This design comes from an exercise in tuning for small area on the open sky130 flow, not from production work.
Function was checked by simulation only, so behaviour that the tests miss may differ from the original.
The clock port is modelled as an ideal driver; clocking choices that lean on that would not hold on a real chip.
Power is estimated from default activity; no workload was simulated.

==> flow/design.v <==
module color_sharp_memory_display_driver (
    input clk_i,
    input reset_i,
    output logic vsync_o,
    output logic [15:0] addr_o,
    output logic read_valid_o,
    input [15:0] pixel_data_i,
    output logic intb_o,
    output logic bsp_o,
    output logic bck_o,
    output logic gsp_o,
    output logic gck_o,
    output logic gen_o,
    output logic vcom_o,
    output logic vb_o,
    output logic va_o,
    output logic [1:0] r_o,
    output logic [1:0] g_o,
    output logic [1:0] b_o
);
    logic [2:0] c;
    logic [6:0] bn;
    logic [9:0] kn;
    wire [6:0] b = ~bn;
    wire [9:0] k = ~kn;
    logic srf, sup;
    logic [11:0] un;
    wire [11:0] u = ~un;
    logic hn;
    wire h = ~hn;
    logic [5:0] cap;
    wire c1 = (c == 3'd1);
    wire c7 = (c == 3'd7);
    wire b_last = (b == 7'd123);
    wire win = b_last && (c >= 3'd2);
    wire k_hi = k[9] && k[7];                        
    wire k644 = k[9] && (k[7:0] == 8'd132);          
    wire k646 = k[9] && (k[7:0] == 8'd134);          
    wire k647 = k[9] && (k[7:0] == 8'd135);          
    wire k0 = (k == 10'd0);
    wire p61 = (b > 7'd61) || (b == 7'd61 && c != 3'd0);
    wire tick = (c == 3'd4) && (b[1:0] == 2'd0);
    wire [12:0] u_inc = {1'b0, u} + {12'd0, tick};
    always_ff @(posedge clk_i) begin
        c <= c + 3'd1;
        if (c7) begin
            bn <= ~(b_last ? 7'd0 : b + 7'd1);
            if (b_last) kn <= ~(k647 ? 10'd0 : k + 10'd1);
        end
        if (c1 && b_last && k646 && !k[8]) srf <= 1'b0;
        if (c1) begin
            if (k[0] ^ b_last)
                cap <= {pixel_data_i[12], pixel_data_i[4], pixel_data_i[10],
                        pixel_data_i[2], pixel_data_i[8], pixel_data_i[0]};
            else
                cap <= {pixel_data_i[13], pixel_data_i[5], pixel_data_i[11],
                        pixel_data_i[3], pixel_data_i[9], pixel_data_i[1]};
            if (!k_hi && !srf) {r_o, g_o, b_o} <= cap;
        end
        if (b == 7'd25 && k644) intb_o <= 1'b0;
        if (b == 7'd30 && k646) intb_o <= 1'b1;
        if (srf) begin
            un <= ~12'd4064;
            hn <= 1'b0;
            sup <= 1'b1;
        end else begin
            un <= ~(u_inc[11:0] | (u_inc[12] ? 12'd971 : 12'd0));
            hn <= ~(h ^ u_inc[12]);
            if (u_inc[12]) sup <= 1'b0;
        end
        if (reset_i) begin
            c <= 3'd0;
            bn <= ~7'd121;
            kn <= ~10'd898;
            srf <= 1'b1;
            sup <= 1'b1;
            un <= ~12'd4064;
            hn <= 1'b0;
            {r_o, g_o, b_o} <= 6'd0;
            intb_o <= 1'b0;
        end
    end
    always_comb begin
        read_valid_o = (c == 3'd0) && !srf;
        addr_o = (srf || (sup && win && !k[0])) ? 16'd0 :
                 {k[7:0] | {8{k647}}, 1'b0, b};
        bck_o = b[0] && !(k[9] && k[8] && k[2:0] == 3'b010 && !b[1]);
        gck_o = k[0] ^ win;
        gsp_o = (k646 && p61) || k647 || (k0 && !p61);
        bsp_o = (b_last && c >= 3'd3) || (b == 7'd0) || (b == 7'd1 && c <= 3'd2);
        vsync_o = (k[9:1] == 9'b100111111) && (k[0] ^ (b_last && c >= 3'd3));
        gen_o = !k0 && !(k_hi && k[2:0] != 3'd0) &&
                ((b == 7'd20 && c != 3'd0) || (b > 7'd20 && b < 7'd80) || (b == 7'd80 && c == 3'd0));
        va_o = !sup && !h;
        vcom_o = !sup && h;
        vb_o = !sup && h;
    end
endmodule
export LEC_CHECK = 0
export CAP_MARGIN = 20
export CORE_MARGIN = 2
export CORE_UTILIZATION = 40
export PLACE_DENSITY = 0.6
export SLEW_MARGIN = 20
create_clock -name core_clock -period 10.0 [get_ports {clk_i}]
standard.sh (not shown) runs the stock make flow with config.mk's settings and CLKGATE_MAP_FILE= SYNTH_SCRIPT=/design/flow/synth_recipe.tcl, a recipe that flattens the netlist after the stock synthesis.
==> flow/flow/run.sh <==
#!/bin/bash
# Own layout flow: the standard flow (standard.sh) with these changes.
#  1. Synthesis: the same ORFS synthesis script as the standard flow's (-nofsm -noshare,
#     flattened, $func$ nets renamed), but ORFS's adder cell mapping is
#     skipped and ABC maps the logic with an area-oriented script.  ABC does
#     not touch the flip-flops, so the registers (names and cell types) are
#     the standard synthesis's.
#  2. The port buffers are the smallest buffer cell (buf_1).
#  3. Clock tree synthesis adds no dummy load cells, and after it each clock
#     buffer is downsized (clk_resize.tcl) to the smallest clkbuf that keeps
#     the flip-flop clock-pin slew under 100 ps; then the standard flow goes
#     on from the resized clock tree.
# Every tool's full output goes to standard.log here and to the ORFS logs
# under orfs/logs.
set -euo pipefail
W=$PWD
cat > $W/area.abc <<'EOT'
strash
ifraig
scorr
dc2
strash
&get -n
&deepsyn -T 30
&put
dch -f
amap
strash
dch -f
amap
topo
EOT
cat > $W/own_synth.tcl <<EOT
set ::env(ADDER_MAP_FILE) ""
proc synth {args} { yosys synth -nofsm -noshare {*}\$args }
proc abc {args} {
  set i [lsearch -exact \$args -script]
  if { \$i >= 0 } { set args [lreplace \$args \$i [expr {\$i + 1}] -script $W/area.abc] }
  set i [lsearch -exact \$args -D]
  if { \$i >= 0 } { set args [lreplace \$args \$i [expr {\$i + 1}]] }
  puts "own abc: \$args"
  yosys abc {*}\$args
}
source \$::env(SCRIPTS_DIR)/synth.tcl
# left out here: clear keep_hierarchy, flatten, clean up
yosys rename -hide {w:*\$func\$*}
write_verilog -noattr -nohex -nodec \$::env(RESULTS_DIR)/1_2_yosys.v
EOT
bash standard.sh cts SYNTH_SCRIPT=$W/own_synth.tcl \
  "BUFFER_PORTS_ARGS=-buffer_cell sky130_fd_sc_hd__buf_1" \
  "CTS_ARGS=-sink_clustering_enable -repair_clock_nets -dont_use_dummy_load" > standard_cts.log 2>&1
RES=$W/orfs/results/sky130hd/color_sharp_memory_display_driver/base LIB=$FLOW_HOME/platforms/sky130hd/lib/sky130_fd_sc_hd__tt_025C_1v80.lib \
  openroad -no_init -exit $W/flow/clk_resize.tcl > clk_resize.log 2>&1
bash standard.sh finish SYNTH_SCRIPT=$W/own_synth.tcl \
  "BUFFER_PORTS_ARGS=-buffer_cell sky130_fd_sc_hd__buf_1" \
  "CTS_ARGS=-sink_clustering_enable -repair_clock_nets -dont_use_dummy_load" > standard.log 2>&1
==> flow/flow/clk_resize.tcl <==
# Downsize each clock tree buffer to the smallest clkbuf whose flip-flop clock
# pins still see a slew below the target (placement parasitics).
set res $::env(RES)
read_db $res/4_cts.odb
read_liberty $::env(LIB)
read_sdc $res/4_cts.sdc
source $::env(FLOW_HOME)/platforms/sky130hd/setRC.tcl
set_propagated_clock [all_clocks]
set target 0.100
proc max_clk_slew {} {
  estimate_parasitics -placement
  set mx 0
  foreach p [get_pins -hierarchical */CLK] {
    foreach prop {slew_max_rise slew_max_fall} {
      set s [get_property $p $prop]
      if {$s > $mx} {set mx $s}
    }
  }
  return $mx
}
puts "start max clock-pin slew [max_clk_slew]"
set bufs {}
foreach inst [[ord::get_db_block] getInsts] {
  set m [[$inst getMaster] getName]
  if {[string match sky130_fd_sc_hd__clkbuf_* $m]} { lappend bufs [list [$inst getName] $m] }
}
foreach b $bufs {
  lassign $b name orig
  set best $orig
  foreach size {sky130_fd_sc_hd__clkbuf_2 sky130_fd_sc_hd__clkbuf_4 sky130_fd_sc_hd__clkbuf_8} {
    if {$size eq $orig} break
    replace_cell [get_cells $name] $size
    set s [max_clk_slew]
    if {$s < $target} { set best $size; break }
  }
  replace_cell [get_cells $name] $best
  puts "clock buffer $name: $orig -> $best"
}
puts "end max clock-pin slew [max_clk_slew]"
write_db $res/4_cts.odb
==> next run, changes <==
==> flow/flow/run.sh (replaced) <==
#!/bin/bash
# Own layout flow: the standard flow (standard.sh) with two changes.
#  1. Synthesis: the same ORFS synthesis script as the standard flow's (-nofsm -noshare,
#     flattened, $func$ nets renamed), but ORFS's adder cell mapping is
#     skipped and ABC maps the logic with an area-oriented script.  ABC does
#     not touch the flip-flops, so the registers (names and cell types) are
#     the standard synthesis's.
#  2. The port buffers are the smallest buffer cell (buf_1).
#  3. Clock tree synthesis adds no dummy load cells.
# Every tool's full output goes to standard.log here and to the ORFS logs
# under orfs/logs.
set -euo pipefail
W=$PWD
cat > $W/area.abc <<'EOT'
strash
ifraig
scorr
dc2
strash
&get -n
&deepsyn -T 30
&put
dch -f
amap
topo
EOT
cat > $W/own_synth.tcl <<EOT
set ::env(ADDER_MAP_FILE) ""
proc synth {args} { yosys synth -nofsm -noshare {*}\$args }
proc abc {args} {
  set i [lsearch -exact \$args -script]
  if { \$i >= 0 } { set args [lreplace \$args \$i [expr {\$i + 1}] -script $W/area.abc] }
  set i [lsearch -exact \$args -D]
  if { \$i >= 0 } { set args [lreplace \$args \$i [expr {\$i + 1}]] }
  puts "own abc: \$args"
  yosys abc {*}\$args
}
source \$::env(SCRIPTS_DIR)/synth.tcl
# left out here: clear keep_hierarchy, flatten, clean up
yosys rename -hide {w:*\$func\$*}
write_verilog -noattr -nohex -nodec \$::env(RESULTS_DIR)/1_2_yosys.v
EOT
bash standard.sh finish SYNTH_SCRIPT=$W/own_synth.tcl \
  "BUFFER_PORTS_ARGS=-buffer_cell sky130_fd_sc_hd__buf_1" \
  "CTS_ARGS=-sink_clustering_enable -repair_clock_nets -dont_use_dummy_load" > standard.log 2>&1
removed: flow/flow/clk_resize.tcl
What happened:
- synthesized cell count came out lower by 2.2%
- clock power went up by about 6%
- final area shrinks by 0.42%

[port drivers added, routing unchanged]
Ports are ideal in the flow. The routed layouts listed here were re-timed in OpenROAD. Step 1: set_driving_cell puts a clkbuf_16 on clk_i and a buf_2 on each other input, an assumption about the parent block. Step 2 times the ports against the registers' clock, not the clock port: input delays grow and output delays shrink by t, the midpoint of the rising clock arrivals with the driver on. Three values: no drivers, after step 1, after step 2; two values: the first two.
run	t (ns)	slack for setup (ns)	worst hold slack (ns)	worst setup path after step 2	worst slew at a driven data input, ns
the first run	0.397	5.238 / 5.215 / 5.612	0.451 / 0.451 / 0.451	register to output	0.03
the second run	0.319	5.260 / 5.235 / 5.554	0.458 / 0.458 / 0.458	register to output	0.03
After both steps every run listed still meets setup and hold.
